This is an optimization exercise on Yosys and OpenROAD, whose aim is small area, a short achievable clock period and few clock cycles, not a production implementation.
In this exercise RTL edits were held to simulation tests only and were not proved equivalent to the original.
Power and IR drop assume default switching activity.

==> flow/design.v <==
module JAM(
    input  clk,
    input  rst_n,
    input  in_valid,
    input  [6:0] in_cost,
    output logic out_valid,
    output logic [3:0] out_job,
    output logic [9:0] out_cost
);
function automatic le8;
    input [7:0] a, b;
    reg [7:0] l, e;
    reg [3:0] l1, e1;
    reg [1:0] l2, e2;
    integer k;
    begin
        l = ~a & b;
        e = ~(a ^ b);
        for (k = 0; k < 4; k = k + 1) begin
            l1[k] = l[2*k+1] | (e[2*k+1] & l[2*k]);
            e1[k] = e[2*k+1] & e[2*k];
        end
        for (k = 0; k < 2; k = k + 1) begin
            l2[k] = l1[2*k+1] | (e1[2*k+1] & l1[2*k]);
            e2[k] = e1[2*k+1] & e1[2*k];
        end
        le8 = l2[1] | (e2[1] & l2[0]) | (e2[1] & e2[0]);
    end
endfunction
function automatic [9:0] add10;
    input [9:0] a, b;
    input ci;
    reg [9:0] g, p, gg, pp, gn, pn;
    integer i, d;
    begin
        g = a & b;
        p = a ^ b;
        gg = g;
        pp = p;
        gg[0] = g[0] | (p[0] & ci);
        for (d = 1; d < 10; d = d * 2) begin
            gn = gg;
            pn = pp;
            for (i = d; i < 10; i = i + 1) begin
                gn[i] = gg[i] | (pp[i] & gg[i-d]);
                pn[i] = pp[i] & pp[i-d];
            end
            gg = gn;
            pp = pn;
        end
        add10 = p ^ {gg[8:0], ci};
    end
endfunction
function automatic [6:0] add7;
    input [6:0] a, b;
    input ci;
    reg [6:0] g, p, gg, pp, gn, pn;
    integer i, d;
    begin
        g = a & b;
        p = a ^ b;
        gg = g;
        pp = p;
        gg[0] = g[0] | (p[0] & ci);
        for (d = 1; d < 7; d = d * 2) begin
            gn = gg;
            pn = pp;
            for (i = d; i < 7; i = i + 1) begin
                gn[i] = gg[i] | (pp[i] & gg[i-d]);
                pn[i] = pp[i] & pp[i-d];
            end
            gg = gn;
            pp = pn;
        end
        add7 = p ^ {gg[5:0], ci};
    end
endfunction
function automatic lt3;
    input [2:0] a, b;
    begin
        lt3 = (~a[2] & b[2]) | (~(a[2] ^ b[2]) & ((~a[1] & b[1]) | (~(a[1] ^ b[1]) & ~a[0] & b[0])));
    end
endfunction
localparam [3:0] S_IDLE   = 4'd0,    
                 S_WAIT   = 4'd1,    
                 S_RELAX  = 4'd2,    
                 S_SETTLE = 4'd3,    
                 S_LAST   = 4'd4,    
                 S_EDGE   = 4'd5,    
                 S_CHECK  = 4'd6,    
                 S_PICK   = 4'd7,    
                 S_PICK2  = 4'd8,
                 S_BFS    = 4'd9,    
                 S_ROT    = 4'd10,   
                 S_OUT    = 4'd11;   
logic [3:0] state;
logic [5:0] cnt;         
logic [3:0] nrows;       
logic [2:0] ph;          
logic       root;        
logic [2:0] ok;          
logic [7:0][7:0][6:0] A;     
logic [7:0][6:0] pr;         
logic [7:0][6:0] U;          
logic [7:0][7:0] dst;        
logic [7:0][2:0] way;        
logic [1:0][7:0] nrt;        
logic [7:0]      vis;        
logic [7:0]      vrow;       
logic [7:0][7:0] P;          
logic [7:0][7:0] T;          
logic [9:0]      cost;
logic [2:0] j1i;             
logic [7:0] xs;              
logic [9:0] K;               
logic       walking;
logic [7:0] j0;              
logic [6:0] Dw;              
logic [2:0] wph;             
logic       wbank;
logic       endc;            
logic [7:0][7:0] R5;         
logic [5:0]      xhi;        
logic [2:0]      rw, ry;     
logic [7:0]      pcols;
logic [7:0]      bF, bV;     
logic [7:0][2:0] par;        
logic [2:0]      rcur;       
logic [7:0]      carry;
logic [7:0] cm;
always_comb
    for (integer j = 0; j < 8; j = j + 1) begin
        cm[j] = 1'b0;
        for (integer x = 0; x < 8; x = x + 1) cm[j] = cm[j] | P[x][j];
    end
logic [7:0] xsel;
logic [7:0][6:0] arow;
always_comb begin
    xsel = xs;
    arow = '0;
    for (integer x = 0; x < 8; x = x + 1)
        if (xsel[x]) arow = arow | A[x];
end
logic [7:0][9:0] cp;
logic [7:0] rv;              
logic [7:0][9:0] Kx, Bx;
logic [7:0] cx;
always_comb
    for (integer j = 0; j < 8; j = j + 1) begin
        cp[j] = add10({3'd0, pr[j]}, {2'b11, ~dst[j]}, 1'b0);
        rv[j] = root & endc & vis[j];
        Kx[j] = rv[j] ? {3'd0, Dw} : (root ? 10'd0 : K);
        Bx[j] = rv[j] ? cp[j] : {3'd0, pr[j]};
        cx[j] = rv[j];
    end
logic [7:0][7:0] cand;
logic [7:0] lt, eq;
logic [7:0][9:0] s1, c1, s2, c2, sdif;
always_comb
    for (integer j = 0; j < 8; j = j + 1) begin
        s1[j] = Kx[j] ^ {3'd0, arow[j]} ^ Bx[j];
        c1[j] = ((Kx[j] & {3'd0, arow[j]}) | (Kx[j] & Bx[j]) | ({3'd0, arow[j]} & Bx[j])) << 1;
        cand[j] = add10(s1[j], c1[j], cx[j]);
        s2[j] = K ^ {3'd0, arow[j]} ^ cp[j];
        c2[j] = ((K & {3'd0, arow[j]}) | (K & cp[j]) | ({3'd0, arow[j]} & cp[j])) << 1;
        sdif[j] = add10(s2[j], c2[j], 1'b1);
        lt[j] = root | sdif[j][9];
        eq[j] = !root & ((s2[j] ^ c2[j]) == 10'h3ff);
    end
logic [7:0][7:0] le;         
logic [7:0] win;
always_comb begin
    le = '0;
    for (integer j = 0; j < 8; j = j + 1)
        for (integer k = j + 1; k < 8; k = k + 1)
            le[j][k] = le8(dst[j], dst[k]);
    for (integer j = 0; j < 8; j = j + 1) begin
        win[j] = !vis[j];
        for (integer k = 0; k < 8; k = k + 1)
            if (k > j) win[j] = win[j] & (vis[k] | le[j][k]);
            else if (k < j) win[j] = win[j] & (vis[k] | !le[k][j]);
    end
end
logic [2:0] wini;
logic [7:0] smd;
logic [9:0] smk;
logic [7:0] xcol;
logic       wfree;
logic [7:0][9:0] dmu;
always_comb begin
    wini = 3'd0;
    smd = 8'd0;
    smk = 10'd0;
    xcol = 8'd0;
    wfree = 1'b1;
    for (integer j = 0; j < 8; j = j + 1) begin
        dmu[j] = add10({2'b00, dst[j]}, {3'b111, ~U[j]}, 1'b1);
        if (win[j]) begin
            wini = wini | j;
            smd = smd | dst[j];
            smk = smk | dmu[j];
            wfree = wfree & !cm[j];
            for (integer x = 0; x < 8; x = x + 1) xcol[x] = xcol[x] | P[x][j];
        end
    end
end
logic [7:0] visn;
assign visn = vis | win;
logic [7:0] eqf;
logic [7:0][6:0] dlt, prn, un;
always_comb
    for (integer j = 0; j < 8; j = j + 1) begin
        eqf[j] = (dst[j] == {1'b0, Dw});
        dlt[j] = (endc && vis[j]) ? add7(Dw, ~dst[j][6:0], 1'b1) : 7'd0;
        prn[j] = add7(pr[j], dlt[j], 1'b0);
        un[j]  = add7(U[j], dlt[j], 1'b0);
    end
logic [2:0] j0i;
logic [2:0] wj;
logic       wr;
logic [7:0] wrow;
logic [6:0] wu;
always_comb begin
    j0i = 3'd0;
    for (integer j = 0; j < 8; j = j + 1) if (j0[j]) j0i = j0i | j;
    wj = way[j0i];
    wr = !nrt[wbank][j0i];
    for (integer x = 0; x < 8; x = x + 1) wrow[x] = wr ? (x == wph) : P[x][wj];
    wu = wr ? Dw : un[wj];
end
logic [7:0][2:0] mj;         
always_comb
    for (integer x = 0; x < 8; x = x + 1) begin
        mj[x] = 3'd0;
        for (integer j = 0; j < 8; j = j + 1) if (P[x][j]) mj[x] = mj[x] | j;
    end
logic [7:0][7:0] Ec;         
always_comb
    for (integer x = 0; x < 8; x = x + 1)
        for (integer y = 0; y < 8; y = y + 1)
            Ec[x][y] = (x != y) && ((T[x] & P[y]) != 8'd0);
logic [3:0][7:0][7:0] Ra;    
logic [5:0] xhin;
always_comb begin
    Ra[3] = Ec;
    for (integer k = 7; k >= 5; k = k - 1)
        for (integer a = 0; a < 8; a = a + 1)
            for (integer b = 0; b < 8; b = b + 1)
                if (a != k && b != k && a != b)
                    Ra[k-5][a][b] = Ra[k-4][a][b] | (Ra[k-4][a][k] & Ra[k-4][k][b]);
                else
                    Ra[k-5][a][b] = Ra[k-4][a][b];
    xhin[0] = Ra[2][7][6];
    xhin[1] = Ra[1][6][5];
    xhin[2] = Ra[1][7][5];
    xhin[3] = Ra[0][5][4];
    xhin[4] = Ra[0][6][4];
    xhin[5] = Ra[0][7][4];
end
logic [7:0][7:0] X;          
logic [4:0][7:0][7:0] Rb;    
always_comb begin
    Rb[4] = '0;
    X = '0;
    X[6][7] = xhi[0];
    X[5][6] = xhi[1];
    X[5][7] = xhi[2];
    X[4][5] = xhi[3];
    X[4][6] = xhi[4];
    X[4][7] = xhi[5];
    for (integer k = 4; k >= 1; k = k - 1) begin
        for (integer a = 0; a < 8; a = a + 1)
            for (integer b = 0; b < 8; b = b + 1)
                if (a != k && b != k && a != b)
                    Rb[k-1][a][b] = (k == 4 ? R5[a][b] : Rb[k][a][b])
                                  | ((k == 4 ? R5[a][k] : Rb[k][a][k]) & (k == 4 ? R5[k][b] : Rb[k][k][b]));
                else
                    Rb[k-1][a][b] = (k == 4 ? R5[a][b] : Rb[k][a][b]);
        for (integer y = 0; y < 8; y = y + 1)
            if (y > k - 1) X[k-1][y] = Rb[k-1][y][k-1];
    end
end
logic [7:0][7:0] imp;        
logic [7:0] impw;
always_comb
    for (integer w = 0; w < 8; w = w + 1) begin
        for (integer y = 0; y < 8; y = y + 1)
            imp[w][y] = X[w][y] & Ec[w][y] & lt3(mj[y], mj[w]);
        impw[w] = imp[w] != 8'd0;
    end
logic [2:0] iw;
always_comb begin
    iw = 3'd0;
    for (integer w = 7; w >= 0; w = w - 1) if (impw[w]) iw = w;
end
logic [7:0] icols;
always_comb begin
    icols = 8'd0;
    for (integer y = 0; y < 8; y = y + 1) if (imp[rw][y]) icols = icols | P[y];
end
logic [2:0] iy;
logic [7:0] pc1;
always_comb begin
    pc1 = pcols & (~pcols + 8'd1);
    iy = 3'd0;
    for (integer y = 0; y < 8; y = y + 1) if ((P[y] & pc1) != 8'd0) iy = iy | y;
end
logic [7:0] bN;
logic [7:0][2:0] bpar;
always_comb
    for (integer z = 0; z < 8; z = z + 1) begin
        bN[z] = 1'b0;
        bpar[z] = par[z];
        if (z >= rw && !bV[z])
            for (integer f = 7; f >= 0; f = f - 1)
                if (bF[f] && Ec[f][z]) begin bN[z] = 1'b1; bpar[z] = f; end
    end
logic [2:0] rnext;
assign rnext = par[rcur];
logic rowrdy;                
assign rowrdy = nrows > {1'b0, ph} + 4'd1;
logic gor;                   
logic [2:0] gorow;           
always_comb begin
    gor = 1'b0;
    gorow = ph;
    if (state == S_WAIT && nrows > {1'b0, ph}) gor = 1'b1;
    if (state == S_SETTLE && !walking && wfree && ph != 3'd7 && rowrdy) begin
        gor = 1'b1;
        gorow = ph + 3'd1;
    end
end
always_ff @(posedge clk or negedge rst_n) begin
    if (!rst_n) begin
        state   <= S_IDLE;
        cnt     <= 6'd0;
        nrows   <= 4'd0;
        ph      <= 3'd0;
        root    <= 1'b0;
        ok      <= 3'd0;
        walking <= 1'b0;
        endc    <= 1'b0;
    end else begin
        if (in_valid) begin
            cnt <= cnt + 6'd1;
            if (cnt[2:0] == 3'd7) nrows <= nrows + 4'd1;
        end
        if (walking && wr) walking <= 1'b0;
        root <= 1'b0;
        endc <= 1'b0;
        case (state)
            S_IDLE: begin
                ph <= 3'd0;
                if (in_valid) state <= S_WAIT;
            end
            S_WAIT:
                if (nrows > {1'b0, ph}) begin
                    state <= S_RELAX;
                    root  <= 1'b1;
                end
            S_RELAX:
                state <= S_SETTLE;
            S_SETTLE:
                if (!walking) begin
                    if (!wfree) state <= S_RELAX;
                    else begin
                        walking <= 1'b1;
                        endc    <= 1'b1;
                        ph <= ph + 3'd1;
                        if (ph == 3'd7) state <= S_LAST;
                        else if (rowrdy) begin
                            state <= S_RELAX;
                            root  <= 1'b1;
                        end else
                            state <= S_WAIT;
                    end
                end
            S_LAST:
                if (!walking) state <= S_EDGE;
            S_EDGE:
                state <= S_CHECK;
            S_CHECK:
                if (impw != 8'd0) state <= S_PICK;
                else begin
                    state <= S_OUT;
                    ok    <= 3'd0;
                end
            S_PICK:
                state <= S_PICK2;
            S_PICK2:
                state <= S_BFS;
            S_BFS:
                if (bN[rw]) state <= S_ROT;
            S_ROT:
                if (rnext == ry) state <= S_EDGE;
            S_OUT: begin
                ok <= ok + 3'd1;
                if (ok == 3'd7) begin
                    state <= S_IDLE;
                    cnt   <= 6'd0;
                    nrows <= 4'd0;
                end
            end
            default: state <= S_IDLE;
        endcase
    end
end
always_ff @(posedge clk)
    for (integer w = 0; w < 8; w = w + 1)
        for (integer j = 0; j < 8; j = j + 1)
            if (in_valid && cnt == 8*w + j)
                A[w][j] <= in_cost;
always_ff @(posedge clk) begin
    j1i <= wini;
    xs  <= gor ? (8'd1 << gorow) : xcol;
    K   <= smk;
    R5  <= Ra[0];
    xhi <= xhin;
    pcols <= icols;
end
always_ff @(posedge clk) begin
    if (state == S_IDLE) begin
        pr   <= '0;
        P    <= '0;
        cost <= 10'd0;
    end
    if (state == S_RELAX) begin
        for (integer j = 0; j < 8; j = j + 1) begin
            if ((root || !vis[j]) && lt[j]) begin
                dst[j] <= cand[j];
                if (!root) way[j] <= j1i;
                nrt[ph[0]][j] <= !root;
            end
            for (integer x = 0; x < 8; x = x + 1) begin
                if (xsel[x])
                    T[x][j] <= (!root && vis[j]) ? eq[j] : (lt[j] | eq[j]);
                else if (!root && vrow[x] && !vis[j] && lt[j])
                    T[x][j] <= 1'b0;
            end
        end
        if (root) begin
            vis  <= 8'd0;
            vrow <= xsel;
        end else
            vrow <= vrow | xsel;
    end
    if (state == S_SETTLE && !walking) begin
        vis <= visn;
        if (wfree) begin
            j0    <= win;
            Dw    <= smd[6:0];
            wph   <= ph;
            wbank <= ph[0];
        end
    end
    if (endc) begin
        cost <= add10(cost, {3'd0, Dw}, 1'b0);
        pr   <= prn;
        U    <= un;
        for (integer j = 0; j < 8; j = j + 1)
            for (integer x = 0; x < 8; x = x + 1)
                if (!(state == S_RELAX && xsel[x]))
                    T[x][j] <= T[x][j] & (eqf[j] | (vrow[x] == vis[j]));
    end
    if (walking) begin
        for (integer x = 0; x < 8; x = x + 1) P[x][j0i] <= wrow[x];
        U[j0i] <= wu;
        j0 <= 8'd1 << wj;
    end
    if (state == S_CHECK) rw <= iw;
    if (state == S_PICK2) begin
        ry <= iy;
        bF <= 8'd1 << iy;
        bV <= 8'd1 << iy;
    end
    if (state == S_BFS) begin
        bF  <= bN;
        bV  <= bV | bN;
        par <= bpar;
        rcur  <= rw;
        carry <= P[rw];
    end
    if (state == S_ROT) begin
        P[rnext] <= carry;
        carry <= P[rnext];
        rcur  <= rnext;
        if (rnext == ry) P[rw] <= P[ry];
    end
end
always_ff @(posedge clk or negedge rst_n) begin
    if (!rst_n) begin
        out_valid <= 1'b0;
        out_job   <= 4'd0;
        out_cost  <= 10'd0;
    end else if (state == S_OUT) begin
        out_valid <= 1'b1;
        out_job   <= {1'b0, mj[ok]} + 4'd1;
        out_cost  <= cost;
    end else begin
        out_valid <= 1'b0;
        out_job   <= 4'd0;
        out_cost  <= 10'd0;
    end
end
endmodule
==> flow/run.sh <==
#!/bin/bash
# synth_recipe.tcl (not shown) runs the flow's synth.tcl, then flattens the netlist and writes it again
# the make line also repeats each setting of config.mk as NAME=value (left out here)
make -C /OpenROAD-flow-scripts/flow DESIGN_CONFIG=/design/flow/config.mk WORK_HOME=/design/flow/orfs CLKGATE_MAP_FILE= SYNTH_SCRIPT=/design/flow/synth_recipe.tcl finish
==> flow/config.mk <==
export PLATFORM = sky130hd
export DESIGN_NAME = JAM
export DESIGN_NICKNAME = JAM
export VERILOG_FILES = /design/flow/design.v
export SDC_FILE = /design/flow/constraint.sdc
export NUM_CORES = 4
export LEC_CHECK = 0
export ABC_CLOCK_PERIOD_IN_PS = 2500
export CAP_MARGIN = 20
export CORE_MARGIN = 2
export CORE_UTILIZATION = 40
export SLEW_MARGIN = 20
==> flow/constraint.sdc <==
create_clock -name core_clock -period 12.0 [get_ports {clk}]
set_input_delay 2.4000 -clock core_clock [delete_from_list [all_inputs] [get_ports {clk}]]
set_output_delay 2.4000 -clock core_clock [all_outputs]
set_load 0.01 [all_outputs]
==> metrics.md <==
| Metric | Value |
|---|---|
| Status | `no timing/DRC/antenna violations` |
| Latest clock arrival within the worst-skew pair | `approximately 0.83 ns` |
| Fmax achieved | `between 150 and 200 MHz` |
| R2R Setup Slk | `5.82 ns` |
| WP data required | `12.35 ns` |
| Port buffer count | `24` |
| Worst IR Drop VDD | `0.000162 V` |
| Die area | `around 190000 um2` |
| EDFF count, synth | `slightly above 700` |
| Initial Util | `0.402` |
| Compound-Gate Fraction of Synth Area | `0.227` |
| Post-synthesis instance total | `approximately 7700` |
| Worst path cell trace | `inv_1, ha_1, a21o_1, a21oi_1, o21ai_0, a21oi_1, o21bai_1, a21oi_1, xnor2_1, ha_1, ha_1, a21o_1, a21oi_1, o21ai_0, xor2_2, a21oi_1, nor2_1` |
| Worst Reg2Reg Path Length in Cells | `17` |
| Initial antenna violation count | `7` |
| Post-route minimum period | `6.18 ns` |
| Register area share after synthesis | `0.365` |
| RR Endpoint | `dst[17]` |
| DRT iter0 DRCs | `9947` |
| Synth Area in XOR/XNOR | `0.0370` |
| Layout cell share with drive strength beyond 1 | `0.0769` |
| Max-Cap Viols | `0` |
| Die extent in y | `roughly 440 um` |
| Synth cell count leaders | `716 x ha_1, 708 x edfxtp_1, 550 x inv_1` |
| # setup viols final | `0` |
| Cts-stage hold buffer count | `0` |
| GRT Residual Overflow | `0` |
| Largest family of logic cells by synthesized area | `compound AO/OA/AOI/OAI gates` |
| Setup TNS | `0 ns` |
| Die Width | `435 um` |
| First-pass GRT wire length | `around 470 mm` |
| Final worst clock skew | `~0.12 ns` |
| Worst-Margin Slew | `1.20 ns` |
| Largest net degree at the start of global routing | `a little under 70` |
| Kind of end point of the critical path | `register` |
| Setup crit end | `dst[17]` |
| Worst-path clk slew | `roughly 0.060 ns` |
| GPL Wtd Cong | `about 1` |
| Final layout net count | `approximately 8500` |
| Synth warn | `1` |
| Routed Antenna Nets | `0` |
| Layout Area Growth over Synthesis | `9.52%` |
| Number of global-route vias before repair | `between 60000 and 70000` |
| Synth Area in Adders | `0.164` |
| Post-CTS Setup Bufs | `0` |
| TritonCTS clock tree | `yes` |
| Crit-path slowest cell | `xor2_2` |
| Synth area leaders | `edfxtp_1 29%, ha_1 12%, dfxtp_1 6.6%` |
| Final Hold Vio Count | `0` |
| Synth cell types | `between 90 and 100` |
| Cts repair resizes | `0` |
| Crit path max fanout | `11` |
| Top-area cell type share of the netlist area | `0.285` |
| Worst EP arrival | `6.53 ns` |
| Max_slew headroom | `0.191` |
| H-tree depth | `3` |
| Asr flop ratio synth | `0.0383` |
| Clock Sinks | `993` |
| TritonRoute pass-1 iters | `14` |
| Hold_ws | `0.501 ns` |
| Dominant synthesized flop cell | `edfxtp_1` |
| Rows | `approximately 160` |
| Routed wire per std cell | `between 30 and 40 um` |
| Remaining DRCs | `0` |
| Final wirelength | `between 300 and 400 mm` |
| Post-Synth Simple-Gate Area | `0.124` |
| CTS buffer count | `roughly 120` |
| Final Max Tran Viols | `0` |
| Synthesized area | `74500 um2` |
| Leakage | `approximately 32 nW` |
| Root Driver | `clkbuf_16` |
| CP startpoint | `dst[17]` |
| Avg Vias per Cell | `roughly 6.6` |
| Most common cell in the netlist | `ha_1` |
| Crit start category | `register` |
| Via count | `a little under 70000` |
| Max Root-Sink Buffers | `3` |
| Kind of critical path | `register to register` |
| Syn Area/Cell | `slightly below 10 um2` |
| Syn nets | `about 8600` |
| Post-synthesis mux area share | `0.0295` |
| I/O Pins | `25` |
| Leading area contributor after synthesis | `edfxtp_1` |
| PD cells | `~95 nW/um2` |
| Crit-path max cell delay | `~0.85 ns` |
| Most used cell along the critical path | `a21oi_1` |
| Crit share post-route | `0.515` |
| Reg-to-reg startpoint | `dst[17]` |
| RSZ-0062 raised after global routing | `no` |
| Detailed Place HPWL | `approximately 240 mm` |
| Core footprint | `about 190000 um2` |
| Synthesized flop and latch total | `roughly 990` |
| Total GRT Usage | `0.338` |
| Hold crit path type | `register to register` |
[logic make-up (layout without fill, tap and decap cells)]
family	Yosys count	after routing
multiplexers	159	159
XOR/XNOR	315	315
buffers and inverters	1060	1015
AND/OR/NAND/NOR	1880	1880
adder cells (fa/ha/maj)	877	877
AO/OA/AOI/OAI	2455	2455
flip-flops	993	993
other	0	3
[per-stage QoR]
| stage | power [mW] | cells | utilization | worst slack, ns | cell area (um2) |
|---|---|---|---|---|---|
| after floorplan | 3.96 | 7739 | - | 7.40 | 74500 |
| after global routing | 7.92 | 10200 | 0.440 | 5.65 | 81600 |
| after CTS | 7.76 | 10200 | 0.440 | 6.01 | 81500 |
| after detailed placement | 4.09 | 9952 | 0.419 | 6.03 | 77600 |
| after global placement | 4.08 | 9950 | 0.418 | 6.06 | 77500 |
| final | 7.74 | 10200 | 0.440 | 5.82 | 81600 |
[routing by layer]
metal | share of wire | vias to the layer above | GRT usage
met3 | 0.11 | 1106 | 0.0858
met1 | 0.39 | 32900 | 0.443
met4 | 0.068 | 6 | 0.191
met2 | 0.42 | 4496 | 0.508
li1 | - | 28800 | -
met5 | 0.00012 | - | 0
[power by group]
group	internal, mW	total [mW]	switching [mW]
clock network	2.07	3.71	1.65
logic	0.0629	0.261	0.198
registers	3.72	3.76	0.0399
total	5.86	7.74	1.88
[how the worst min path moves through the flow]
stage | start | endpoint | depth (start not counted) | slack, ns
final | cost[5] | out_cost[5] | 1 | 0.50
after global routing | cost[4] | out_cost[4] | 1 | 0.52
after global placement | cost[4] | out_cost[4] | 1 | 0.48
after CTS | cost[4] | out_cost[4] | 1 | 0.50
after detailed placement | cost[4] | out_cost[4] | 1 | 0.49
after floorplan | ph[2] | wph[2] | 0 | 0.45
[critical path: cells and delay by family (launching register included)]
| kind | cells | cell delay, ns |
|---|---|---|
| buffers and inverters | 1 | 0.59 |
| adders and majority gates | 3 | 0.96 |
| and+or+nand+nor | 1 | 0.69 |
| AOI/OAI and AO/OA | 10 | 1.92 |
| DFF | 1 | 0.59 |
| xor gates and xnor gates | 2 | 1.04 |
[layout make-up]
cell class	count	area [um2]
fillers	17800	104000
repair buffers	232	1790
diodes	3	7.51
multi-input cells	5686	43400
clock buffers	146	3130
inverters	563	2120
well taps	2480	3100
clock inverters	74	838
flip-flops and latches	993	27200
[layout by cell type, fill, tap and decap left out, drive strengths merged, types with 34 or more instances in the layout]
master    n
and2     54
a211oi   53
o22ai   121
dfxtp   247
a21o    232
nor2b   114
a222oi   40
a21oi   453
inv     561
mux4     48
clkbuf  147
clkinv   56
a221oi   52
xnor2   190
ha      716
buf     215
fa      161
o21bai   44
a22oi   525
a31oi    65
and4     67
o21a     67
edfxtp  708
nor2    501
nand4   103
nand3   130
nor4     60
a211o    34
o21ai   356
nor3    107
xor2    125
mux2i   106
and3     35
dfrtp    38
nand2b   64
nand2   533
o211ai   82
[sequential cells by signal, summed over array words and instances, names as in the netlist, 10 cells and up, named ones only]
| name | flops |
|---|---|
| cost | 10 |
| R5 | 29 |
| P | 64 |
| U | 56 |
| T | 64 |
| way | 24 |
| dst | 64 |
| out_cost | 10 |
| K | 10 |
| pr | 56 |
| A | 448 |
| par | 24 |
Testbench counts, summed over its fixed seeds: cycles 29,491.

==> re-timing with driven ports <==
The results above use ideal ports. As a check the final layout listed here was re-extracted and re-timed, cells and wires unchanged. Step 1 (the two cells are an assumption about what drives the block):
set clk [get_ports {clk}]
set_driving_cell -lib_cell sky130_fd_sc_hd__clkbuf_16 $clk
set_driving_cell -lib_cell sky130_fd_sc_hd__buf_2 [delete_from_list [all_inputs] $clk]
Step 2 also shifts input and output timing later by t, the mid clock arrival at the registers, as if the neighbouring blocks saw the same clock. a / b / c = ideal ports / drivers / drivers and shift; a / b = the first two.
shift t [ns]: 0.864
setup WS [ns]: 5.815 / 5.815 / 5.815
clock arrival spread, ns: 0.125 / 0.125
worst data-port slew with drivers (ns): 0.03
After both steps this run still meets setup and hold. For this run, drivers alone change the setup slack by 0.000 ns; drivers and shift together by 0.000 ns.
